This design comes from an exercise in tuning for small area on the open sky130 flow, not from production work.
Function was checked by simulation only, so behaviour that the tests miss may differ from the original.
Power is estimated from default activity; no workload was simulated.

==> flow/design.v <==
module vga_logic(
    input wire reset,
    input wire [1:0] count, input wire pixel_strobe,
    input wire [5:0] hq, input wire [4:0] hr, input wire [4:0] vq, input wire [4:0] vr,
    input wire cpu_isAttacking, input wire [3:0] p1_health_out, input wire [3:0] cpu_health_out, input wire [3:0] keyboard_input,
    output wire [1:0] count_n, output wire pixel_strobe_n,
    output wire [5:0] hq_n, output wire [4:0] hr_n, output wire [4:0] vq_n, output wire [4:0] vr_n,
    output wire hSync, output wire vSync, output wire [11:0] VGA);
    wire [3:0] c0, c1, c2, c3, lcA, lcB, row;
    wire vr0;
    vga_core core (.reset(reset), .count(count), .pixel_strobe(pixel_strobe), .hq(hq), .hr(hr), .vq(vq), .vr(vr),
        .cpu_isAttacking(cpu_isAttacking), .p1_health_out(p1_health_out), .cpu_health_out(cpu_health_out),
        .keyboard_input(keyboard_input), .count_n(count_n), .pixel_strobe_n(pixel_strobe_n), .hq_n(hq_n), .hr_n(hr_n),
        .vq_n(vq_n), .vr_n(vr_n), .hSync(hSync), .vSync(vSync), .VGA(VGA),
        .c0(c0), .c1(c1), .c2(c2), .c3(c3), .lcA(lcA), .lcB(lcB), .row(row), .vr0(vr0));
    vga_rom4 rom (.lcA(lcA), .lcB(lcB), .row(row), .vr0(vr0), .c0(c0), .c1(c1), .c2(c2), .c3(c3));
endmodule
module vga_core(
    input wire reset,
    input wire [1:0] count, input wire pixel_strobe,
    input wire [5:0] hq, input wire [4:0] hr, input wire [4:0] vq, input wire [4:0] vr,
    input wire cpu_isAttacking, input wire [3:0] p1_health_out, input wire [3:0] cpu_health_out, input wire [3:0] keyboard_input,
    output wire [1:0] count_n, output wire pixel_strobe_n,
    output wire [5:0] hq_n, output wire [4:0] hr_n, output wire [4:0] vq_n, output wire [4:0] vr_n,
    output wire hSync, output wire vSync, output wire [11:0] VGA,
    input wire [3:0] c0, input wire [3:0] c1, input wire [3:0] c2, input wire [3:0] c3,
    output wire [3:0] lcA, output wire [3:0] lcB, output wire [3:0] row, output wire vr0
);
wire new_n107, new_n109, new_n110, new_n112, new_n113, new_n114, new_n115,
    new_n116, new_n117, new_n118, new_n119, new_n120, new_n121, new_n122,
    new_n123, new_n124, new_n125, new_n126, new_n128, new_n129, new_n130,
    new_n132, new_n133, new_n134, new_n136, new_n137, new_n138, new_n140,
    new_n141, new_n142, new_n143, new_n145, new_n146, new_n147, new_n149,
    new_n150, new_n151, new_n152, new_n153, new_n155, new_n156, new_n157,
    new_n159, new_n160, new_n161, new_n162, new_n164, new_n165, new_n166,
    new_n167, new_n169, new_n170, new_n172, new_n173, new_n174, new_n175,
    new_n176, new_n177, new_n178, new_n179, new_n180, new_n181, new_n182,
    new_n183, new_n185, new_n186, new_n187, new_n189, new_n190, new_n191,
    new_n193, new_n194, new_n195, new_n197, new_n198, new_n199, new_n201,
    new_n202, new_n204, new_n205, new_n207, new_n208, new_n209, new_n210,
    new_n211, new_n212, new_n214, new_n215, new_n216, new_n217, new_n219,
    new_n221, new_n222, new_n223, new_n224, new_n225, new_n226, new_n227,
    new_n228, new_n229, new_n230, new_n231, new_n232, new_n233, new_n234,
    new_n235, new_n237, new_n238, new_n239, new_n240, new_n241, new_n242,
    new_n243, new_n244, new_n245, new_n247, new_n248, new_n249, new_n250,
    new_n251, new_n252, new_n253, new_n254, new_n255, new_n256, new_n257,
    new_n258, new_n259, new_n260, new_n261, new_n262, new_n263, new_n264,
    new_n265, new_n266, new_n267, new_n268, new_n269, new_n270, new_n271,
    new_n272, new_n273, new_n274, new_n275, new_n276, new_n277, new_n278,
    new_n279, new_n280, new_n281, new_n282, new_n283, new_n284, new_n285,
    new_n286, new_n287, new_n288, new_n289, new_n290, new_n291, new_n292,
    new_n293, new_n294, new_n295, new_n296, new_n297, new_n298, new_n299,
    new_n300, new_n301, new_n302, new_n303, new_n304, new_n305, new_n306,
    new_n307, new_n308, new_n309, new_n310, new_n311, new_n312, new_n313,
    new_n314, new_n315, new_n316, new_n317, new_n318, new_n319, new_n320,
    new_n321, new_n322, new_n323, new_n324, new_n325, new_n326, new_n327,
    new_n328, new_n329, new_n330, new_n331, new_n332, new_n333, new_n334,
    new_n335, new_n336, new_n337, new_n338, new_n339, new_n340, new_n341,
    new_n342, new_n343, new_n344, new_n345, new_n346, new_n347, new_n348,
    new_n349, new_n350, new_n351, new_n352, new_n353, new_n354, new_n355,
    new_n356, new_n357, new_n358, new_n359, new_n360, new_n361, new_n362,
    new_n363, new_n364, new_n365, new_n366, new_n367, new_n368, new_n369,
    new_n370, new_n371, new_n372, new_n373, new_n374, new_n375, new_n377,
    new_n378, new_n379, new_n380, new_n381, new_n382, new_n384, new_n385,
    new_n386, new_n387, new_n388, new_n389, new_n390, new_n391, new_n392,
    new_n393, new_n394, new_n395, new_n396, new_n397, new_n398, new_n399,
    new_n400, new_n401, new_n402, new_n403, new_n404, new_n405, new_n407,
    new_n408, new_n409, new_n410, new_n411, new_n412, new_n413, new_n416,
    new_n417, new_n418, new_n419, new_n420, new_n421, new_n422, new_n423,
    new_n424, new_n426, new_n427, new_n428, new_n429, new_n432, new_n433,
    new_n434, new_n435, new_n436, new_n437, new_n438, new_n440, new_n441,
    new_n442, new_n443, new_n446, new_n448, new_n450, new_n451, new_n452,
    new_n454, new_n455, new_n456, new_n458, new_n459, new_n460, new_n462,
    new_n464, new_n466, new_n468;
  assign count_n[0] = ~reset & ~count[0];
  assign new_n107 = ~reset & count[0];
  assign pixel_strobe_n = ~count[1] & new_n107;
  assign new_n109 = ~count[0] & count[1];
  assign new_n110 = ~reset & ~new_n109;
  assign count_n[1] = pixel_strobe_n | ~new_n110;
  assign new_n112 = pixel_strobe & hr[0];
  assign new_n113 = ~hq[1] & hq[2];
  assign new_n114 = ~hq[3] & new_n113;
  assign new_n115 = ~hq[4] & hq[5];
  assign new_n116 = new_n114 & new_n115;
  assign new_n117 = hq[0] & ~hr[2];
  assign new_n118 = hr[3] & new_n117;
  assign new_n119 = new_n116 & new_n118;
  assign new_n120 = new_n112 & new_n119;
  assign new_n121 = ~reset & ~new_n120;
  assign new_n122 = hr[1] & new_n112;
  assign new_n123 = hr[4] & new_n122;
  assign new_n124 = hq[0] & new_n123;
  assign new_n125 = ~hq[0] & ~new_n123;
  assign new_n126 = ~new_n124 & ~new_n125;
  assign hq_n[0] = ~new_n121 | new_n126;
  assign new_n128 = hq[1] & ~new_n124;
  assign new_n129 = ~hq[1] & new_n124;
  assign new_n130 = ~new_n128 & ~new_n129;
  assign hq_n[1] = new_n121 & ~new_n130;
  assign new_n132 = ~hq[2] & ~new_n129;
  assign new_n133 = new_n113 & new_n124;
  assign new_n134 = ~new_n132 & ~new_n133;
  assign hq_n[2] = ~new_n121 | new_n134;
  assign new_n136 = hq[3] & ~new_n133;
  assign new_n137 = ~hq[3] & new_n133;
  assign new_n138 = new_n121 & ~new_n137;
  assign hq_n[3] = new_n136 | ~new_n138;
  assign new_n140 = hq[4] & ~new_n137;
  assign new_n141 = ~hq[3] & ~hq[4];
  assign new_n142 = new_n133 & new_n141;
  assign new_n143 = ~new_n140 & ~new_n142;
  assign hq_n[4] = new_n121 & ~new_n143;
  assign new_n145 = hq[5] & new_n142;
  assign new_n146 = ~hq[5] & ~new_n142;
  assign new_n147 = new_n121 & ~new_n146;
  assign hq_n[5] = ~new_n145 & new_n147;
  assign new_n149 = hr[0] & ~new_n119;
  assign new_n150 = ~reset & ~new_n149;
  assign new_n151 = pixel_strobe & ~new_n150;
  assign new_n152 = ~reset & ~pixel_strobe;
  assign new_n153 = ~hr[0] & new_n152;
  assign hr_n[0] = ~new_n151 & ~new_n153;
  assign new_n155 = ~reset & hr[1];
  assign new_n156 = ~new_n151 & ~new_n155;
  assign new_n157 = ~reset & new_n122;
  assign hr_n[1] = ~new_n156 & ~new_n157;
  assign new_n159 = hr[2] & ~hr[4];
  assign new_n160 = new_n122 & ~new_n159;
  assign new_n161 = hr[2] & ~new_n122;
  assign new_n162 = ~new_n160 & ~new_n161;
  assign hr_n[2] = new_n121 & ~new_n162;
  assign new_n164 = ~hr[3] & ~hr[4];
  assign new_n165 = new_n160 & ~new_n164;
  assign new_n166 = ~hr[3] & ~new_n160;
  assign new_n167 = ~new_n165 & ~new_n166;
  assign hr_n[3] = ~new_n121 | new_n167;
  assign new_n169 = ~hr[4] & ~new_n165;
  assign new_n170 = ~new_n123 & ~new_n169;
  assign hr_n[4] = new_n121 & new_n170;
  assign new_n172 = ~vr[0] & new_n120;
  assign new_n173 = vr[1] & new_n172;
  assign new_n174 = vr[4] & new_n173;
  assign new_n175 = vq[0] & ~new_n174;
  assign new_n176 = ~vq[0] & new_n174;
  assign new_n177 = ~new_n175 & ~new_n176;
  assign new_n178 = ~vq[0] & ~vq[1];
  assign new_n179 = vq[3] & ~vq[4];
  assign new_n180 = ~vr[3] & new_n179;
  assign new_n181 = new_n178 & new_n180;
  assign new_n182 = new_n173 & new_n181;
  assign new_n183 = ~reset & ~new_n182;
  assign vq_n[0] = ~new_n177 & new_n183;
  assign new_n185 = vq[1] & ~new_n176;
  assign new_n186 = new_n174 & new_n178;
  assign new_n187 = new_n183 & ~new_n186;
  assign vq_n[1] = new_n185 | ~new_n187;
  assign new_n189 = vq[2] & new_n186;
  assign new_n190 = ~vq[2] & ~new_n186;
  assign new_n191 = new_n183 & ~new_n190;
  assign vq_n[2] = ~new_n189 & new_n191;
  assign new_n193 = ~vq[3] & new_n189;
  assign new_n194 = vq[3] & ~new_n189;
  assign new_n195 = ~new_n193 & ~new_n194;
  assign vq_n[3] = new_n183 & ~new_n195;
  assign new_n197 = vq[4] & new_n193;
  assign new_n198 = ~vq[4] & ~new_n193;
  assign new_n199 = ~reset & ~new_n198;
  assign vq_n[4] = ~new_n197 & new_n199;
  assign new_n201 = vr[0] & ~new_n120;
  assign new_n202 = ~new_n172 & ~new_n201;
  assign vr_n[0] = new_n183 & ~new_n202;
  assign new_n204 = ~vr[1] & ~new_n172;
  assign new_n205 = ~new_n173 & ~new_n204;
  assign vr_n[1] = ~new_n183 | new_n205;
  assign new_n207 = vr[2] & ~new_n173;
  assign new_n208 = ~vr[0] & vr[1];
  assign new_n209 = ~vr[2] & new_n208;
  assign new_n210 = new_n120 & new_n209;
  assign new_n211 = ~new_n174 & ~new_n210;
  assign new_n212 = ~new_n207 & new_n211;
  assign vr_n[2] = new_n183 & ~new_n212;
  assign new_n214 = ~new_n174 & new_n183;
  assign new_n215 = ~vr[3] & new_n210;
  assign new_n216 = vr[3] & ~new_n210;
  assign new_n217 = ~new_n215 & ~new_n216;
  assign vr_n[3] = ~new_n214 | ~new_n217;
  assign new_n219 = ~vr[4] & ~new_n215;
  assign vr_n[4] = new_n214 & ~new_n219;
  assign new_n221 = ~hr[0] & ~hr[1];
  assign new_n222 = ~hr[2] & ~new_n221;
  assign new_n223 = new_n164 & ~new_n222;
  assign new_n224 = ~hq[4] & ~new_n223;
  assign new_n225 = hq[0] & new_n224;
  assign new_n226 = hq[1] & ~new_n225;
  assign new_n227 = hq[2] & ~new_n226;
  assign new_n228 = hq[1] & ~hq[2];
  assign new_n229 = hr[2] & new_n221;
  assign new_n230 = hr[3] & ~new_n229;
  assign new_n231 = ~hq[0] & ~hr[4];
  assign new_n232 = ~new_n230 & new_n231;
  assign new_n233 = new_n228 & new_n232;
  assign new_n234 = ~hq[5] & new_n141;
  assign new_n235 = ~new_n233 & new_n234;
  assign hSync = new_n227 | ~new_n235;
  assign new_n237 = vr[2] & vr[3];
  assign new_n238 = ~vr[1] & new_n237;
  assign new_n239 = vr[0] & new_n238;
  assign new_n240 = vr[4] & ~new_n239;
  assign new_n241 = vq[1] & new_n179;
  assign new_n242 = ~vq[0] & ~vq[2];
  assign new_n243 = ~new_n208 & new_n237;
  assign new_n244 = new_n242 & new_n243;
  assign new_n245 = new_n241 & new_n244;
  assign vSync = ~new_n240 | ~new_n245;
  assign new_n247 = new_n240 & ~new_n242;
  assign new_n248 = vr[3] & ~vr[4];
  assign new_n249 = new_n242 & new_n248;
  assign new_n250 = ~new_n247 & ~new_n249;
  assign new_n251 = ~vq[1] & ~new_n250;
  assign new_n252 = vr[4] & ~new_n238;
  assign new_n253 = ~new_n209 & new_n248;
  assign new_n254 = vq[1] & ~new_n242;
  assign new_n255 = ~new_n253 & new_n254;
  assign new_n256 = ~new_n252 & new_n255;
  assign new_n257 = ~new_n251 & ~new_n256;
  assign new_n258 = ~vq[1] & vq[2];
  assign new_n259 = new_n116 & ~new_n232;
  assign new_n260 = hq[3] & new_n228;
  assign new_n261 = ~hq[0] & hq[4];
  assign new_n262 = new_n260 & new_n261;
  assign new_n263 = hq[5] & ~new_n262;
  assign new_n264 = ~new_n259 & new_n263;
  assign new_n265 = ~new_n258 & ~new_n264;
  assign new_n266 = vq[0] & vq[2];
  assign new_n267 = ~vq[3] & vq[4];
  assign new_n268 = ~new_n266 & new_n267;
  assign new_n269 = ~new_n265 & new_n268;
  assign new_n270 = ~new_n257 & new_n269;
  assign new_n271 = ~new_n179 & ~new_n270;
  assign new_n272 = hr[2] & new_n164;
  assign new_n273 = hr[0] & hr[1];
  assign new_n274 = new_n272 & ~new_n273;
  assign new_n275 = ~hq[0] & new_n274;
  assign new_n276 = hq[5] & vq[4];
  assign new_n277 = hq[4] & ~vq[3];
  assign new_n278 = new_n276 & new_n277;
  assign new_n279 = new_n114 & new_n278;
  assign new_n280 = ~new_n275 & new_n279;
  assign new_n281 = ~cpu_health_out[0] & ~cpu_health_out[1];
  assign new_n282 = ~cpu_health_out[2] & ~cpu_health_out[3];
  assign new_n283 = new_n281 & new_n282;
  assign new_n284 = ~p1_health_out[0] & ~p1_health_out[1];
  assign new_n285 = ~p1_health_out[2] & ~p1_health_out[3];
  assign new_n286 = new_n284 & new_n285;
  assign new_n287 = new_n283 & ~new_n286;
  assign new_n288 = hq[0] & ~new_n272;
  assign new_n289 = vq[0] & vq[1];
  assign new_n290 = ~vq[2] & new_n289;
  assign new_n291 = ~new_n288 & new_n290;
  assign new_n292 = new_n287 & new_n291;
  assign new_n293 = new_n280 & new_n292;
  assign new_n294 = new_n271 & ~new_n293;
  assign new_n295 = ~new_n283 & new_n286;
  assign new_n296 = hq[4] & new_n295;
  assign new_n297 = ~c2[3] & new_n296;
  assign new_n298 = ~c3[3] & new_n287;
  assign new_n299 = ~new_n287 & ~new_n295;
  assign new_n300 = ~c1[3] & new_n299;
  assign new_n301 = ~new_n298 & ~new_n300;
  assign new_n302 = keyboard_input[0] & keyboard_input[1];
  assign new_n303 = ~keyboard_input[0] & ~keyboard_input[1];
  assign new_n304 = ~keyboard_input[2] & ~keyboard_input[3];
  assign new_n305 = ~new_n303 & new_n304;
  assign new_n306 = ~new_n302 & new_n305;
  assign new_n307 = ~new_n287 & ~new_n306;
  assign new_n308 = ~new_n295 & ~new_n307;
  assign new_n309 = ~cpu_isAttacking & ~new_n295;
  assign new_n310 = ~hq[4] & ~new_n309;
  assign new_n311 = ~new_n308 & new_n310;
  assign new_n312 = hq[4] & new_n308;
  assign new_n313 = ~new_n311 & ~new_n312;
  assign new_n314 = ~new_n301 & new_n313;
  assign new_n315 = ~c0[3] & ~new_n313;
  assign new_n316 = ~new_n314 & ~new_n315;
  assign new_n317 = ~new_n297 & new_n316;
  assign new_n318 = ~c1[1] & new_n299;
  assign new_n319 = ~c2[1] & new_n295;
  assign new_n320 = ~c3[1] & new_n287;
  assign new_n321 = ~new_n319 & ~new_n320;
  assign new_n322 = ~new_n318 & new_n321;
  assign new_n323 = new_n313 & ~new_n322;
  assign new_n324 = ~c0[1] & ~new_n313;
  assign new_n325 = ~new_n323 & ~new_n324;
  assign new_n326 = new_n317 & new_n325;
  assign new_n327 = ~c2[2] & new_n296;
  assign new_n328 = ~c3[2] & new_n287;
  assign new_n329 = ~c1[2] & new_n299;
  assign new_n330 = ~new_n328 & ~new_n329;
  assign new_n331 = new_n313 & ~new_n330;
  assign new_n332 = ~c0[2] & ~new_n313;
  assign new_n333 = ~new_n331 & ~new_n332;
  assign new_n334 = ~new_n327 & new_n333;
  assign new_n335 = ~hq[4] & new_n325;
  assign new_n336 = ~new_n334 & ~new_n335;
  assign new_n337 = ~c1[0] & new_n299;
  assign new_n338 = ~c3[0] & new_n287;
  assign new_n339 = ~c2[0] & new_n295;
  assign new_n340 = ~new_n338 & ~new_n339;
  assign new_n341 = ~new_n337 & new_n340;
  assign new_n342 = new_n313 & ~new_n341;
  assign new_n343 = ~c0[0] & ~new_n313;
  assign new_n344 = ~new_n342 & ~new_n343;
  assign new_n345 = ~new_n336 & new_n344;
  assign new_n346 = ~hq[4] & ~new_n344;
  assign new_n347 = hq[4] & ~new_n325;
  assign new_n348 = ~new_n346 & ~new_n347;
  assign new_n349 = ~new_n345 & new_n348;
  assign new_n350 = ~new_n317 & ~new_n349;
  assign new_n351 = new_n317 & new_n336;
  assign new_n352 = new_n325 & new_n344;
  assign new_n353 = ~new_n334 & ~new_n352;
  assign new_n354 = ~hq[4] & new_n316;
  assign new_n355 = ~new_n353 & new_n354;
  assign new_n356 = new_n276 & ~new_n355;
  assign new_n357 = new_n276 & ~new_n325;
  assign new_n358 = ~new_n346 & new_n357;
  assign new_n359 = ~new_n356 & ~new_n358;
  assign new_n360 = ~new_n351 & ~new_n359;
  assign new_n361 = ~new_n350 & new_n360;
  assign new_n362 = ~new_n325 & ~new_n344;
  assign new_n363 = ~hq[4] & new_n276;
  assign new_n364 = ~new_n316 & new_n363;
  assign new_n365 = new_n333 & new_n364;
  assign new_n366 = new_n362 & new_n365;
  assign new_n367 = ~new_n361 & ~new_n366;
  assign new_n368 = ~new_n326 & ~new_n367;
  assign new_n369 = ~new_n317 & new_n353;
  assign new_n370 = ~new_n359 & ~new_n369;
  assign new_n371 = ~new_n344 & new_n347;
  assign new_n372 = ~new_n335 & ~new_n371;
  assign new_n373 = ~new_n368 & ~new_n372;
  assign new_n374 = new_n370 & ~new_n373;
  assign new_n375 = ~new_n368 & new_n374;
  assign VGA[6] = ~new_n294 | new_n375;
  assign new_n377 = ~vq[4] & ~new_n290;
  assign new_n378 = ~vq[3] & ~new_n377;
  assign new_n379 = vq[4] & new_n178;
  assign new_n380 = new_n247 & new_n379;
  assign new_n381 = ~new_n378 & ~new_n380;
  assign new_n382 = new_n259 & ~new_n381;
  assign VGA[0] = VGA[6] | new_n382;
  assign new_n384 = ~vq[3] & new_n363;
  assign new_n385 = hq[1] & new_n275;
  assign new_n386 = ~hq[2] & new_n385;
  assign new_n387 = hq[3] & new_n386;
  assign new_n388 = new_n384 & new_n387;
  assign new_n389 = ~new_n280 & ~new_n388;
  assign new_n390 = ~new_n178 & ~new_n289;
  assign new_n391 = new_n287 & new_n390;
  assign new_n392 = ~new_n389 & new_n391;
  assign new_n393 = new_n260 & new_n295;
  assign new_n394 = new_n384 & new_n393;
  assign new_n395 = vq[0] & ~vq[1];
  assign new_n396 = new_n394 & new_n395;
  assign new_n397 = ~new_n392 & ~new_n396;
  assign new_n398 = vq[2] & ~new_n397;
  assign new_n399 = new_n271 & ~new_n398;
  assign new_n400 = new_n367 & new_n399;
  assign new_n401 = new_n356 & ~new_n362;
  assign new_n402 = ~new_n345 & ~new_n353;
  assign new_n403 = new_n401 & ~new_n402;
  assign new_n404 = new_n399 & ~new_n403;
  assign new_n405 = ~new_n400 & ~new_n404;
  assign VGA[1] = new_n382 | new_n405;
  assign new_n407 = ~vq[2] & new_n392;
  assign new_n408 = ~hq[0] & vq[0];
  assign new_n409 = vq[1] & ~new_n408;
  assign new_n410 = new_n394 & new_n409;
  assign new_n411 = ~new_n407 & ~new_n410;
  assign new_n412 = new_n294 & new_n411;
  assign new_n413 = ~new_n382 & new_n412;
  assign VGA[2] = new_n374 | ~new_n413;
  assign VGA[3] = ~new_n400 | VGA[2];
  assign new_n416 = new_n317 & new_n358;
  assign new_n417 = ~new_n361 & ~new_n416;
  assign new_n418 = new_n334 & ~new_n344;
  assign new_n419 = new_n368 & new_n418;
  assign new_n420 = ~new_n417 & ~new_n419;
  assign new_n421 = ~new_n254 & ~new_n411;
  assign new_n422 = new_n352 & new_n364;
  assign new_n423 = new_n399 & ~new_n422;
  assign new_n424 = ~new_n421 & new_n423;
  assign VGA[4] = new_n420 | ~new_n424;
  assign new_n426 = new_n353 & new_n401;
  assign new_n427 = ~new_n416 & ~new_n426;
  assign new_n428 = ~new_n368 & ~new_n427;
  assign new_n429 = ~new_n370 & new_n412;
  assign VGA[5] = new_n428 | ~new_n429;
  assign VGA[7] = ~new_n400 | ~new_n411;
  assign new_n432 = ~new_n263 & ~new_n381;
  assign new_n433 = new_n271 & ~new_n432;
  assign new_n434 = ~new_n428 & new_n433;
  assign new_n435 = ~new_n242 & new_n410;
  assign new_n436 = new_n333 & new_n422;
  assign new_n437 = ~new_n435 & ~new_n436;
  assign new_n438 = ~new_n419 & new_n437;
  assign VGA[8] = ~new_n434 | ~new_n438;
  assign new_n440 = new_n317 & new_n356;
  assign new_n441 = ~new_n419 & new_n440;
  assign new_n442 = ~new_n293 & ~new_n432;
  assign new_n443 = new_n404 & new_n442;
  assign VGA[9] = new_n441 | ~new_n443;
  assign VGA[10] = ~new_n429 | new_n432;
  assign new_n446 = new_n370 & new_n373;
  assign VGA[11] = ~new_n434 | new_n446;
  assign new_n448 = ~hq[0] & ~new_n224;
  assign lcA[0] = ~new_n225 & ~new_n448;
  assign new_n450 = ~hq[4] & ~new_n448;
  assign new_n451 = hq[1] & ~new_n450;
  assign new_n452 = ~hq[1] & new_n450;
  assign lcA[1] = ~new_n451 & ~new_n452;
  assign new_n454 = ~hq[4] & ~new_n451;
  assign new_n455 = ~hq[2] & ~new_n454;
  assign new_n456 = hq[2] & new_n454;
  assign lcA[2] = ~new_n455 & ~new_n456;
  assign new_n458 = ~hq[4] & ~new_n455;
  assign new_n459 = hq[3] & ~new_n458;
  assign new_n460 = ~hq[3] & new_n458;
  assign lcA[3] = ~new_n459 & ~new_n460;
  assign new_n462 = hq[0] & ~new_n274;
  assign lcB[0] = ~new_n275 & ~new_n462;
  assign new_n464 = ~hq[1] & ~new_n275;
  assign lcB[1] = ~new_n385 & ~new_n464;
  assign new_n466 = hq[2] & ~new_n385;
  assign lcB[2] = ~new_n386 & ~new_n466;
  assign new_n468 = ~hq[3] & ~new_n386;
  assign lcB[3] = ~new_n387 & ~new_n468;
  assign vr0 = ~vr[4] & new_n239;
  assign row[0] = ~vq[0];
  assign row[1] = ~vq[1];
  assign row[3] = ~vq[3];
  assign row[2] = vq[2];
endmodule
module vga_rom4(
input wire [3:0] lcA, input wire [3:0] lcB, input wire [3:0] row, input wire vr0,
    output wire [3:0] c0, output wire [3:0] c1, output wire [3:0] c2, output wire [3:0] c3
);
wire new_n30, new_n31, new_n32, new_n33, new_n34, new_n35, new_n36,
    new_n37, new_n38, new_n39, new_n40, new_n41, new_n42, new_n43, new_n44,
    new_n45, new_n46, new_n47, new_n48, new_n49, new_n50, new_n51, new_n52,
    new_n53, new_n54, new_n55, new_n56, new_n57, new_n58, new_n59, new_n60,
    new_n61, new_n62, new_n63, new_n64, new_n65, new_n66, new_n67, new_n68,
    new_n69, new_n70, new_n71, new_n72, new_n73, new_n74, new_n75, new_n76,
    new_n77, new_n78, new_n79, new_n80, new_n81, new_n82, new_n83, new_n84,
    new_n85, new_n86, new_n87, new_n88, new_n89, new_n90, new_n91, new_n92,
    new_n93, new_n94, new_n95, new_n96, new_n97, new_n98, new_n99,
    new_n100, new_n101, new_n102, new_n103, new_n104, new_n105, new_n106,
    new_n107, new_n108, new_n109, new_n111, new_n112, new_n113, new_n114,
    new_n115, new_n116, new_n117, new_n118, new_n119, new_n120, new_n121,
    new_n122, new_n123, new_n124, new_n125, new_n127, new_n128, new_n129,
    new_n130, new_n131, new_n132, new_n133, new_n134, new_n136, new_n137,
    new_n138, new_n139, new_n140, new_n141, new_n142, new_n143, new_n144,
    new_n145, new_n146, new_n147, new_n148, new_n149, new_n150, new_n151,
    new_n152, new_n153, new_n154, new_n155, new_n156, new_n157, new_n158,
    new_n159, new_n160, new_n161, new_n162, new_n164, new_n165, new_n166,
    new_n167, new_n168, new_n169, new_n170, new_n171, new_n172, new_n173,
    new_n174, new_n175, new_n176, new_n177, new_n178, new_n179, new_n180,
    new_n181, new_n182, new_n183, new_n184, new_n185, new_n186, new_n187,
    new_n189, new_n190, new_n191, new_n192, new_n193, new_n194, new_n195,
    new_n196, new_n197, new_n198, new_n199, new_n200, new_n201, new_n202,
    new_n203, new_n204, new_n205, new_n206, new_n207, new_n208, new_n209,
    new_n210, new_n211, new_n212, new_n213, new_n215, new_n216, new_n217,
    new_n218, new_n219, new_n220, new_n221, new_n222, new_n223, new_n225,
    new_n226, new_n227, new_n228, new_n229, new_n230, new_n232, new_n233,
    new_n234, new_n235, new_n236, new_n237, new_n238, new_n239, new_n240,
    new_n241, new_n243, new_n244, new_n245, new_n246, new_n248, new_n249,
    new_n250, new_n252, new_n253, new_n254, new_n255, new_n256, new_n257,
    new_n258, new_n260, new_n261, new_n262, new_n263, new_n264, new_n265,
    new_n266, new_n267, new_n268, new_n269, new_n270, new_n271, new_n272,
    new_n273, new_n274, new_n275, new_n276, new_n277, new_n278, new_n279,
    new_n280, new_n281, new_n282, new_n283, new_n284, new_n285, new_n286,
    new_n287, new_n288, new_n289, new_n290, new_n291, new_n292, new_n293,
    new_n294, new_n295, new_n297, new_n298, new_n299, new_n300, new_n301,
    new_n302, new_n303, new_n304, new_n305, new_n306, new_n307, new_n309,
    new_n310, new_n311, new_n312, new_n313, new_n314, new_n315, new_n316,
    new_n317, new_n318, new_n319, new_n320, new_n321, new_n322, new_n324,
    new_n325, new_n326, new_n327, new_n328, new_n329, new_n330;
  assign new_n30 = lcA[2] & ~lcA[3];
  assign new_n31 = ~row[2] & row[3];
  assign new_n32 = row[2] & ~row[3];
  assign new_n33 = lcA[0] & row[1];
  assign new_n34 = new_n32 & new_n33;
  assign new_n35 = ~new_n31 & ~new_n34;
  assign new_n36 = new_n30 & ~new_n35;
  assign new_n37 = ~lcA[0] & row[3];
  assign new_n38 = ~row[1] & row[2];
  assign new_n39 = row[1] & ~row[2];
  assign new_n40 = ~new_n38 & ~new_n39;
  assign new_n41 = new_n37 & ~new_n40;
  assign new_n42 = row[0] & new_n31;
  assign new_n43 = row[0] & ~row[1];
  assign new_n44 = new_n32 & ~new_n43;
  assign new_n45 = ~new_n42 & ~new_n44;
  assign new_n46 = ~new_n41 & new_n45;
  assign new_n47 = lcA[1] & ~new_n46;
  assign new_n48 = row[1] & row[3];
  assign new_n49 = row[0] & new_n48;
  assign new_n50 = ~row[0] & ~row[1];
  assign new_n51 = new_n31 & new_n50;
  assign new_n52 = ~new_n49 & ~new_n51;
  assign new_n53 = ~lcA[1] & ~new_n52;
  assign new_n54 = lcA[0] & new_n31;
  assign new_n55 = row[0] & new_n32;
  assign new_n56 = lcA[0] & ~lcA[1];
  assign new_n57 = new_n55 & new_n56;
  assign new_n58 = ~new_n54 & ~new_n57;
  assign new_n59 = ~row[1] & ~new_n58;
  assign new_n60 = ~new_n53 & ~new_n59;
  assign new_n61 = ~new_n47 & new_n60;
  assign new_n62 = new_n36 & new_n61;
  assign new_n63 = row[0] & row[1];
  assign new_n64 = ~row[3] & ~new_n63;
  assign new_n65 = new_n31 & ~new_n61;
  assign new_n66 = row[1] & new_n55;
  assign new_n67 = ~lcA[3] & ~new_n66;
  assign new_n68 = ~new_n65 & new_n67;
  assign new_n69 = lcA[1] & ~new_n37;
  assign new_n70 = lcA[0] & row[0];
  assign new_n71 = row[2] & ~new_n70;
  assign new_n72 = ~new_n50 & new_n71;
  assign new_n73 = lcA[3] & ~new_n72;
  assign new_n74 = ~new_n69 & ~new_n73;
  assign new_n75 = row[2] & row[3];
  assign new_n76 = ~row[1] & row[3];
  assign new_n77 = row[0] & new_n76;
  assign new_n78 = ~new_n75 & ~new_n77;
  assign new_n79 = ~new_n74 & new_n78;
  assign new_n80 = lcA[2] & ~new_n79;
  assign new_n81 = ~new_n68 & new_n80;
  assign new_n82 = new_n64 & new_n81;
  assign new_n83 = ~lcA[0] & lcA[2];
  assign new_n84 = new_n31 & new_n52;
  assign new_n85 = ~new_n83 & new_n84;
  assign new_n86 = ~lcA[0] & row[0];
  assign new_n87 = ~row[1] & new_n75;
  assign new_n88 = lcA[2] & new_n87;
  assign new_n89 = ~new_n86 & new_n88;
  assign new_n90 = row[1] & row[2];
  assign new_n91 = lcA[2] & ~new_n90;
  assign new_n92 = ~new_n33 & ~new_n91;
  assign new_n93 = ~row[2] & new_n48;
  assign new_n94 = lcA[0] & lcA[2];
  assign new_n95 = new_n93 & ~new_n94;
  assign new_n96 = ~new_n92 & new_n95;
  assign new_n97 = ~new_n89 & ~new_n96;
  assign new_n98 = ~new_n85 & new_n97;
  assign new_n99 = lcA[1] & ~lcA[3];
  assign new_n100 = ~new_n62 & ~new_n99;
  assign new_n101 = ~new_n98 & ~new_n100;
  assign new_n102 = ~lcA[2] & lcA[3];
  assign new_n103 = lcA[1] & new_n66;
  assign new_n104 = ~new_n63 & new_n75;
  assign new_n105 = ~lcA[1] & new_n76;
  assign new_n106 = ~new_n104 & ~new_n105;
  assign new_n107 = ~new_n103 & new_n106;
  assign new_n108 = new_n102 & ~new_n107;
  assign new_n109 = ~new_n101 & ~new_n108;
  assign c2[1] = new_n82 | ~new_n109;
  assign new_n111 = ~row[1] & new_n56;
  assign new_n112 = row[0] & ~new_n75;
  assign new_n113 = ~row[0] & row[1];
  assign new_n114 = lcA[1] & new_n113;
  assign new_n115 = ~new_n112 & ~new_n114;
  assign new_n116 = ~new_n111 & new_n115;
  assign new_n117 = new_n81 & ~new_n116;
  assign new_n118 = ~c2[1] & new_n117;
  assign new_n119 = new_n50 & new_n94;
  assign new_n120 = ~lcA[1] & ~row[0];
  assign new_n121 = lcA[1] & new_n70;
  assign new_n122 = ~new_n120 & ~new_n121;
  assign new_n123 = ~lcA[0] & ~lcA[1];
  assign new_n124 = ~new_n39 & ~new_n123;
  assign new_n125 = new_n122 & ~new_n124;
  assign c2[3] = new_n36 & new_n125;
  assign new_n127 = ~new_n119 & ~c2[3];
  assign new_n128 = c2[1] & ~new_n127;
  assign new_n129 = row[2] & ~new_n102;
  assign new_n130 = new_n76 & ~new_n94;
  assign new_n131 = ~new_n112 & new_n130;
  assign new_n132 = new_n122 & new_n131;
  assign new_n133 = ~new_n129 & new_n132;
  assign new_n134 = ~new_n128 & ~new_n133;
  assign c2[2] = new_n118 | ~new_n134;
  assign new_n136 = ~lcA[0] & ~row[1];
  assign new_n137 = new_n75 & ~new_n136;
  assign new_n138 = ~new_n43 & new_n137;
  assign new_n139 = ~new_n48 & ~new_n75;
  assign new_n140 = lcA[2] & ~new_n139;
  assign new_n141 = ~row[2] & new_n136;
  assign new_n142 = ~lcA[2] & ~row[3];
  assign new_n143 = new_n99 & ~new_n142;
  assign new_n144 = ~new_n141 & new_n143;
  assign new_n145 = ~new_n140 & new_n144;
  assign new_n146 = ~new_n138 & new_n145;
  assign new_n147 = ~c2[2] & new_n146;
  assign new_n148 = ~new_n62 & ~new_n147;
  assign new_n149 = lcA[0] & new_n99;
  assign new_n150 = new_n88 & new_n149;
  assign new_n151 = ~new_n93 & ~new_n113;
  assign new_n152 = lcA[0] & ~new_n151;
  assign new_n153 = new_n38 & new_n70;
  assign new_n154 = ~new_n55 & ~new_n153;
  assign new_n155 = ~new_n141 & new_n154;
  assign new_n156 = ~new_n152 & new_n155;
  assign new_n157 = ~lcA[1] & new_n102;
  assign new_n158 = row[0] & ~vr0;
  assign new_n159 = ~row[3] & ~new_n158;
  assign new_n160 = new_n39 & new_n159;
  assign new_n161 = new_n157 & new_n160;
  assign new_n162 = new_n156 & new_n161;
  assign c0[3] = new_n150 | new_n162;
  assign new_n164 = ~new_n86 & c0[3];
  assign new_n165 = ~new_n98 & ~new_n156;
  assign new_n166 = new_n157 & ~new_n165;
  assign new_n167 = ~new_n164 & new_n166;
  assign new_n168 = row[2] & new_n70;
  assign new_n169 = ~new_n90 & ~new_n168;
  assign new_n170 = new_n167 & new_n169;
  assign new_n171 = ~new_n31 & ~new_n39;
  assign new_n172 = ~lcA[0] & lcA[1];
  assign new_n173 = new_n102 & new_n172;
  assign new_n174 = ~new_n49 & new_n173;
  assign new_n175 = ~new_n171 & new_n174;
  assign new_n176 = new_n98 & new_n175;
  assign new_n177 = ~new_n56 & ~new_n172;
  assign new_n178 = lcA[2] & ~new_n177;
  assign new_n179 = ~row[0] & ~new_n123;
  assign new_n180 = ~lcA[2] & ~new_n179;
  assign new_n181 = ~new_n86 & ~new_n180;
  assign new_n182 = ~new_n178 & new_n181;
  assign new_n183 = lcA[3] & row[1];
  assign new_n184 = new_n32 & new_n183;
  assign new_n185 = ~new_n182 & new_n184;
  assign new_n186 = ~new_n176 & ~new_n185;
  assign new_n187 = ~new_n170 & new_n186;
  assign c0[0] = ~new_n148 | ~new_n187;
  assign new_n189 = ~new_n70 & new_n160;
  assign new_n190 = new_n157 & ~new_n189;
  assign new_n191 = new_n186 & ~new_n190;
  assign new_n192 = ~new_n156 & ~c0[0];
  assign new_n193 = ~new_n191 & ~new_n192;
  assign new_n194 = ~row[0] & new_n172;
  assign new_n195 = new_n38 & ~new_n123;
  assign new_n196 = ~new_n194 & ~new_n195;
  assign new_n197 = new_n81 & new_n196;
  assign new_n198 = lcA[1] & ~new_n197;
  assign new_n199 = ~row[2] & ~new_n76;
  assign new_n200 = ~new_n198 & new_n199;
  assign new_n201 = ~new_n76 & ~new_n90;
  assign new_n202 = new_n149 & ~new_n201;
  assign new_n203 = ~lcA[1] & ~new_n179;
  assign new_n204 = new_n75 & ~new_n203;
  assign new_n205 = new_n30 & ~new_n204;
  assign new_n206 = ~new_n202 & ~new_n205;
  assign new_n207 = ~row[0] & ~row[2];
  assign new_n208 = ~new_n120 & ~new_n207;
  assign new_n209 = ~row[3] & new_n136;
  assign new_n210 = ~new_n208 & new_n209;
  assign new_n211 = ~new_n87 & ~new_n210;
  assign new_n212 = ~new_n206 & new_n211;
  assign new_n213 = ~new_n200 & new_n212;
  assign c0[1] = new_n193 | new_n213;
  assign new_n215 = new_n92 & ~new_n206;
  assign new_n216 = new_n61 & ~new_n215;
  assign new_n217 = ~new_n30 & ~new_n61;
  assign new_n218 = ~new_n216 & ~new_n217;
  assign new_n219 = ~new_n31 & ~new_n94;
  assign new_n220 = ~new_n156 & new_n219;
  assign new_n221 = ~new_n54 & ~new_n220;
  assign new_n222 = ~c0[3] & new_n221;
  assign new_n223 = new_n193 & new_n222;
  assign c0[2] = new_n218 | new_n223;
  assign new_n225 = ~row[2] & new_n37;
  assign new_n226 = new_n193 & ~new_n225;
  assign new_n227 = ~vr0 & ~new_n48;
  assign new_n228 = ~new_n139 & ~new_n227;
  assign new_n229 = new_n157 & new_n168;
  assign new_n230 = new_n228 & new_n229;
  assign c1[3] = c0[3] | new_n230;
  assign new_n232 = ~row[1] & ~c1[3];
  assign new_n233 = ~new_n226 & new_n232;
  assign new_n234 = ~new_n48 & new_n167;
  assign new_n235 = ~new_n233 & new_n234;
  assign new_n236 = lcA[3] & new_n93;
  assign new_n237 = lcA[2] & ~new_n120;
  assign new_n238 = new_n177 & ~new_n237;
  assign new_n239 = new_n236 & new_n238;
  assign new_n240 = ~new_n175 & ~new_n239;
  assign new_n241 = new_n148 & new_n240;
  assign c1[0] = new_n235 | ~new_n241;
  assign new_n243 = row[3] & new_n33;
  assign new_n244 = new_n190 & ~new_n243;
  assign new_n245 = ~new_n233 & new_n244;
  assign new_n246 = ~new_n213 & new_n240;
  assign c1[1] = new_n245 | ~new_n246;
  assign new_n248 = new_n157 & ~new_n160;
  assign new_n249 = ~new_n175 & ~new_n248;
  assign new_n250 = new_n156 & ~new_n249;
  assign c1[2] = new_n218 | new_n250;
  assign new_n252 = ~new_n63 & ~c2[3];
  assign new_n253 = c2[1] & new_n252;
  assign new_n254 = ~new_n132 & ~new_n253;
  assign new_n255 = ~row[2] & ~new_n254;
  assign new_n256 = ~new_n74 & ~new_n132;
  assign new_n257 = new_n108 & new_n256;
  assign new_n258 = ~new_n197 & ~new_n257;
  assign c2[0] = new_n255 | ~new_n258;
  assign new_n260 = lcB[1] & ~row[3];
  assign new_n261 = ~new_n207 & ~new_n260;
  assign new_n262 = ~lcB[2] & new_n261;
  assign new_n263 = lcB[0] & lcB[1];
  assign new_n264 = row[3] & ~new_n263;
  assign new_n265 = new_n113 & new_n261;
  assign new_n266 = ~new_n264 & new_n265;
  assign new_n267 = ~row[2] & new_n63;
  assign new_n268 = ~lcB[2] & ~new_n64;
  assign new_n269 = ~new_n267 & new_n268;
  assign new_n270 = ~new_n266 & ~new_n269;
  assign new_n271 = ~lcB[0] & ~lcB[1];
  assign new_n272 = ~new_n55 & ~new_n87;
  assign new_n273 = new_n271 & ~new_n272;
  assign new_n274 = ~new_n84 & ~new_n273;
  assign new_n275 = new_n270 & new_n274;
  assign new_n276 = lcB[3] & ~new_n275;
  assign new_n277 = ~new_n262 & new_n276;
  assign new_n278 = ~lcB[1] & ~new_n270;
  assign new_n279 = ~row[1] & ~new_n278;
  assign new_n280 = new_n42 & new_n279;
  assign new_n281 = ~lcB[1] & lcB[2];
  assign new_n282 = new_n66 & new_n281;
  assign new_n283 = lcB[2] & new_n207;
  assign new_n284 = new_n264 & new_n283;
  assign new_n285 = ~new_n282 & ~new_n284;
  assign new_n286 = ~new_n280 & new_n285;
  assign new_n287 = ~lcB[3] & ~new_n286;
  assign new_n288 = ~new_n277 & ~new_n287;
  assign new_n289 = lcB[1] & new_n39;
  assign new_n290 = lcB[3] & row[3];
  assign new_n291 = ~lcB[1] & ~row[2];
  assign new_n292 = ~new_n113 & ~new_n291;
  assign new_n293 = new_n290 & ~new_n292;
  assign new_n294 = ~new_n289 & ~new_n293;
  assign new_n295 = ~new_n270 & ~new_n294;
  assign c3[0] = ~new_n288 | new_n295;
  assign new_n297 = ~new_n263 & ~new_n291;
  assign new_n298 = ~new_n276 & new_n297;
  assign new_n299 = ~row[0] & ~new_n298;
  assign new_n300 = ~row[2] & ~new_n63;
  assign new_n301 = lcB[2] & ~new_n90;
  assign new_n302 = lcB[3] & ~new_n301;
  assign new_n303 = ~new_n300 & ~new_n302;
  assign new_n304 = ~lcB[2] & ~new_n38;
  assign new_n305 = ~new_n48 & ~new_n290;
  assign new_n306 = ~new_n304 & ~new_n305;
  assign new_n307 = ~new_n303 & new_n306;
  assign c3[1] = ~new_n299 & new_n307;
  assign new_n309 = row[1] & new_n263;
  assign new_n310 = ~new_n281 & ~new_n309;
  assign new_n311 = new_n228 & ~new_n310;
  assign new_n312 = ~new_n288 & ~new_n311;
  assign new_n313 = new_n263 & new_n301;
  assign new_n314 = ~lcB[3] & ~new_n313;
  assign new_n315 = ~row[0] & new_n311;
  assign new_n316 = ~lcB[0] & ~lcB[2];
  assign new_n317 = row[2] & new_n316;
  assign new_n318 = lcB[1] & lcB[3];
  assign new_n319 = ~new_n317 & new_n318;
  assign new_n320 = new_n77 & ~new_n319;
  assign new_n321 = ~new_n315 & ~new_n320;
  assign new_n322 = ~new_n314 & ~new_n321;
  assign c3[2] = new_n312 | new_n322;
  assign new_n324 = lcB[0] & ~lcB[1];
  assign new_n325 = new_n270 & ~new_n324;
  assign new_n326 = ~new_n279 & ~new_n325;
  assign new_n327 = ~new_n38 & ~new_n326;
  assign new_n328 = new_n277 & ~new_n327;
  assign new_n329 = ~new_n271 & new_n314;
  assign new_n330 = new_n280 & new_n329;
  assign c3[3] = new_n328 | new_n330;
endmodule
module vga_display(
    input wire clk, reset,
    input cpu_isAttacking,
    input wire [3:0] p1_health_out, cpu_health_out,
    input wire [3:0] keyboard_input,
    output wire hSync, vSync,
    output wire [11:0] VGA
    );
    reg [1:0] count;
    reg pixel_strobe;
    reg [5:0] hq;
    reg [4:0] hr, vq, vr;
    wire [1:0] count_n;
    wire pixel_strobe_n;
    wire [5:0] hq_n;
    wire [4:0] hr_n, vq_n, vr_n;
    always @(posedge clk) begin
        count <= count_n;
        pixel_strobe <= pixel_strobe_n;
        hq <= hq_n;
        hr <= hr_n;
        vq <= vq_n;
        vr <= vr_n;
    end
    vga_logic logic_i (.reset(reset), .count(count), .pixel_strobe(pixel_strobe),
        .hq(hq), .hr(hr), .vq(vq), .vr(vr),
        .cpu_isAttacking(cpu_isAttacking), .p1_health_out(p1_health_out), .cpu_health_out(cpu_health_out),
        .keyboard_input(keyboard_input),
        .count_n(count_n), .pixel_strobe_n(pixel_strobe_n), .hq_n(hq_n), .hr_n(hr_n), .vq_n(vq_n), .vr_n(vr_n),
        .hSync(hSync), .vSync(vSync), .VGA(VGA));
endmodule
==> flow/flow/run.sh <==
#!/bin/bash
# Own layout flow: the standard ORFS flow (standard.sh) with three changes to synthesis and
# placement, none to the registers (their names and cell types are the standard synthesis's):
#  - the technology-mapping ABC call uses an area-oriented script (flow/abc_area_own.script)
#    instead of ORFS's delay-oriented one;
#  - half and full adders are left to ABC as plain gates (ADDER_MAP_FILE empty) instead of being
#    mapped to adder cells before ABC;
#  - ports are buffered as in the standard flow, but with the smallest buffer (buf_1);
#  - clock tree synthesis clusters up to 30 sinks per buffer and inserts no dummy loads.
# ORFS writes each tool's log under orfs/logs/; make's own output goes to flow_make.log here.
set -euo pipefail
W=$(pwd)
{
  echo "proc abc {args} {"
  echo "  set i [lsearch -exact \$args -script]"
  echo "  if {\$i >= 0} { lset args [expr {\$i + 1}] $W/flow/abc_area_own.script }"
  echo "  yosys abc {*}\$args"
  echo "}"
  cat "$W/synth_recipe.tcl"
} > "$W/own_synth.tcl"
sed "s#SYNTH_SCRIPT=[^ ]*#SYNTH_SCRIPT=$W/own_synth.tcl ADDER_MAP_FILE=#" "$W/standard.sh" > "$W/own_standard.sh"
grep -q "SYNTH_SCRIPT=$W/own_synth.tcl" "$W/own_standard.sh"
export BUFFER_PORTS_ARGS="-buffer_cell sky130_fd_sc_hd__buf_1"
export CTS_ARGS="-sink_clustering_enable -repair_clock_nets -buf_list sky130_fd_sc_hd__clkbuf_8 -sink_clustering_size 30 -sink_clustering_max_diameter 500 -dont_use_dummy_load"
bash "$W/own_standard.sh" > "$W/flow_make.log" 2>&1
==> flow/flow/abc_area_own.script <==
strash
dch -f
amap
topo
==> flow/standard.sh <==
#!/bin/bash
# synth_recipe.tcl (not shown) runs the flow's synth.tcl, then flattens the netlist and writes it again
# the make line also repeats each setting of config.mk as NAME=value (left out here)
make -C /OpenROAD-flow-scripts/flow DESIGN_CONFIG=/design/flow/config.mk WORK_HOME=/design/flow/orfs CLKGATE_MAP_FILE= SYNTH_SCRIPT=/design/flow/synth_recipe.tcl "${@:-finish}"
==> flow/config.mk <==
export PLATFORM = sky130hd
export DESIGN_NAME = vga_display
export DESIGN_NICKNAME = vga_display
export VERILOG_FILES = /design/flow/design.v
export SDC_FILE = /design/flow/constraint.sdc
export NUM_CORES = 4
export LEC_CHECK = 0
export CAP_MARGIN = 20
export CORE_MARGIN = 2
export CORE_UTILIZATION = 50
export CTS_BUF_LIST = sky130_fd_sc_hd__clkbuf_8
export PLACE_DENSITY = 0.6
export SLEW_MARGIN = 20
==> flow/constraint.sdc <==
create_clock -name core_clock -period 10.0 [get_ports {clk}]
set_input_delay 2.0000 -clock core_clock [delete_from_list [all_inputs] [get_ports {clk}]]
set_output_delay 2.0000 -clock core_clock [all_outputs]
set_load 0.01 [all_outputs]
==> impl_metrics.csv <==
group,metric,value,unit
timing,finClkSkew,0.007740,ns
drt,vias_per_cell,6.337,
synth,ys_types,41,
synth,ys.warnings.count,1,
cts,cts_tree,"yes",
synth,synth_seq_area_share,17.82,%
synth,synth_cells,476,
timing,hold_viol,0,
cts,max-clock-path-buffers,2,
placed_design,dp_hpwl,7534,µm
power,ir_drop,0.1331,mV
setup_path,crit_slowest_cell,"or4_1",
min_path,hp-start,"count[0]$_DFF_P_",
final_layout,layout-drive-gt1-share,4.223,%
setup_path,crit_fanout,9,
placed_design,port_buffers,28,
setup_path,worstPathRequired,8.00,ns
drt,num_vias,3745,
die,die-width,77.44,µm
cts,path_clk_slew,0.08,ns
cts,cts_buffers,3,
placed_design,routabilityCongestion,1.079,
power,power.leakage,1.053,nW
synth,ys_seq_elements,24,
power,cellPowerDensity,56.07,nW/µm²
setup_path,slowest_delay,0.39,ns
timing,fmax,109.1,MHz
synth,avgSynthCellArea,5.665,µm²
die,die_h,77.44,µm
global_routing,grt_antenna_before_repair,0,
timing,fin_crit,9.169,ns
min_path,hold_path_class,"flop to flop",
setup_path,end_kind,"output port",
setup_path,cp.arrival,7.17,ns
global_routing,grt_pass1_wl,15770,µm
global_routing,grt_overflow_total,0,
timing,slew_headroom,37.77,%
drt,remaining_drc_errors,0,
cts,clock_latency,0.26,ns
timing,finalSetupTns,0,ns
cts,holdBufCountCts,0,
timing,final-max-slew-violation-count,0,
setup_path,r2r-end,"vq[4]$_DFF_P_",
timing,worstMarginPinSlew,0.9100,ns
die,num_io_pins,29,
drt,drt_wl_total,9556,µm
setup_path,reg2reg_setup_slack,6.88,ns
run,max-cap-violations,0,
global_routing,grt_usage,31.91,%
die,dieArea,5996,µm²
drt,avgRoutedWirePerCell,16.17,µm
synth,synth_nets,491,
setup_path,critical_path_class,"flop to output port",
synth,synth_edf_count,0,
cts,cts.htree.levels,1,
die,placementRows,26,
setup_path,startpoint_type,"flop",
global_routing,grt_max_degree,23,
die,initial_utilization,52.46,%
setup_path,cpMostUsedCell,"a21oi_1",
final_layout,diodes,0,
die,core,5140,µm²
setup_path,r2r-start,"hq[2]$_DFF_P_",
final_layout,post-route-cell-area,3062,µm²
drt,drtIter0Drc,517,
drt,ant_nets,0,
synth,ys_async_sr_fraction,0,%
final_layout,syn_to_final_growth,13.55,%
setup_path,reg2reg_depth,14,
synth,ys.flop_type,"dfxtp_1",
cts,cts.sinks,24,
timing,setup_viol,0,
setup_path,cp-startpoint,"hr[4]$_DFF_P_",
status,status,"complete, no violations",
final_layout,layout.nets,538,
cts,clockRootBuffer,"clkbuf_8",
timing,grt_setup_unrepaired,"no",
placed_design,place_area,2987,µm²
timing,post-route-period-util,91.69,%
setup_path,setup.worst_path.end,"VGA[4]",
power,p_total,0.1717,mW
drt,firstDrtPassIters,5,
synth,syn_area,2696,µm²
global_routing,grt_pass1_vias,3279,
==> worst min path at each step <==
stage | end | slack [ns] | cells past startpoint
global route | count[0]$_DFF_P_ | 0.46 | 1
CTS | count[0]$_DFF_P_ | 0.44 | 1
detailed placement | count[0]$_DFF_P_ | 0.42 | 1
global placement | count[0]$_DFF_P_ | 0.41 | 1
floorplan | count[0]$_DFF_P_ | 0.40 | 1
finish | count[0]$_DFF_P_ | 0.44 | 1
==> final cells by class <==
cell class / count / area (µm²)
clock buffer: 3 / 41.29
fill: 571 / 2078
inverter: 64 / 240.2
multi-input combinational: 388 / 2002
sequential: 24 / 480.5
tap: 70 / 87.58
timing repair buffer: 42 / 210.2
==> worst max-delay path: cells and delay by family, from the launching register on <==
kind / cells / cell delay (ns)
buffers and inverters: 6 / 1.00
AO/OA/AOI/OAI: 22 / 3.84
flip-flops: 1 / 0.35
AND/OR/NAND/NOR: 11 / 1.75
==> synth_stat cells (all sizes together), types with 2 or more instances <==
library cell,number,area (µm²)
o311ai,2,17.52
nor3b,2,15.01
a221oi,2,17.52
o2111ai,2,17.52
nor2,133,499.2
nand2,39,146.4
or4,3,22.52
a21oi,39,195.2
a211oi,8,60.06
nand4,2,12.51
o22a,2,17.52
nor3,26,130.1
o41ai,2,17.52
nor4,8,50.05
o31ai,7,52.55
o32a,3,30.03
a31oi,7,43.79
o211ai,2,15.01
dfxtp,24,480.5
nand3,13,65.06
clkinv,64,240.2
o221ai,3,26.28
a22oi,2,15.01
o32ai,3,26.28
o22ai,10,62.56
o21ai,35,175.2
o21a,8,60.06
a2111oi,2,17.52
or2,6,37.54
or3,6,37.54
==> stage by stage <==
stage / utilization, % / hold WS [ns] / std cells / setup slack [ns]
3_3_place_gp: 57.96 / 0.4134 / 586 / 1.087
2_1_floorplan: - / 0.3982 / 476 / 1.618
3_5_place_dp: 58.11 / 0.4195 / 586 / 0.9996
6_report: 59.57 / 0.4416 / 591 / 0.8306
5_1_grt: 59.57 / 0.4578 / 591 / 0.07034
4_1_cts: 58.91 / 0.4406 / 589 / 0.6915
==> report_power, final <==
part / leakage [nW] / total [mW] / switching (mW) / internal, mW
registers: 0.195 / 0.0979 / 0.000892 / 0.0970
clock network: 0.0216 / 0.0540 / 0.0272 / 0.0268
logic: 0.837 / 0.0198 / 0.0130 / 0.00678
==> layout by cell type, fill, tap and decap left out, types with 3 or more instances in the layout <==
master,count
o32a_1,3
o32ai_1,3
nand3_1,13
o22ai_1,10
or3_1,6
nor2_1,133
clkinv_1,64
or4_1,3
o21ai_0,33
a211oi_1,8
nor4_1,8
dfxtp_1,24
o21a_1,8
o31ai_1,7
a31oi_1,6
a21oi_1,38
buf_1,28
o221ai_1,3
or2_0,5
nor3_1,25
nand2_1,39
buf_4,14
clkbuf_8,3
==> layer usage <==
layer / part of all wire, % / global-route usage, % / wire length (µm) / up-vias
li1: - / - / - / 1805
met1: 41 / 42.93 / 3936 / 1641
met5: 0 / 0 / 0 / -
met2: 45 / 51.22 / 4271 / 256
met4: 3.9 / 13.39 / 371 / 0
met3: 10 / 4.302 / 977 / 43
==> registers in the layout (all words and copies together), names as in the netlist <==
signal	count
pixel_strobe	1
count	2
hr	5
vr	5
hq	6
vq	5
==> what timing repair did <==
action,in CTS,in global routing
endpoints found under the setup margin,0,7
buffers inserted,0,2
gates resized for setup,0,7
==> cells by family (layout without fill, tap and decap cells) <==
group,after synthesis,count (layout),share of synthesized area (%)
buf+inv,64,109,8.909
simple gates,242,242,38.70
compound gates,146,146,34.57
flops,24,24,17.82

[port drivers added, routing unchanged]
No port has a modelled driver above. Below, the same layout with a new extraction and two added sets of constraints.
Step 1 sets driving cells, clkbuf_16 on the clock port and buf_2 on the other inputs (assumed; they add their load-dependent delay and slew).
Step 2 adds t to the input delays and takes it off the output delays; t is the mean of the earliest and latest rising clock arrival at the registers after step 1. Input paths then give back, and output paths get back, about the clock's delay inside the block.
Slacks: ideal ports / drivers / drivers and shift; pairs: ideal ports / drivers.
shift t [ns]: 0.278
setup WS [ns]: 0.831 / 0.805 / 1.084
worst setup path at the end: register to output
worst slew at a driven data input, ns: 0.03
pins driven straight from the clock port: 1
After both steps this run still meets setup and hold. The setup slack of this run moves by -0.026 ns with the drivers and by +0.253 ns with both steps.
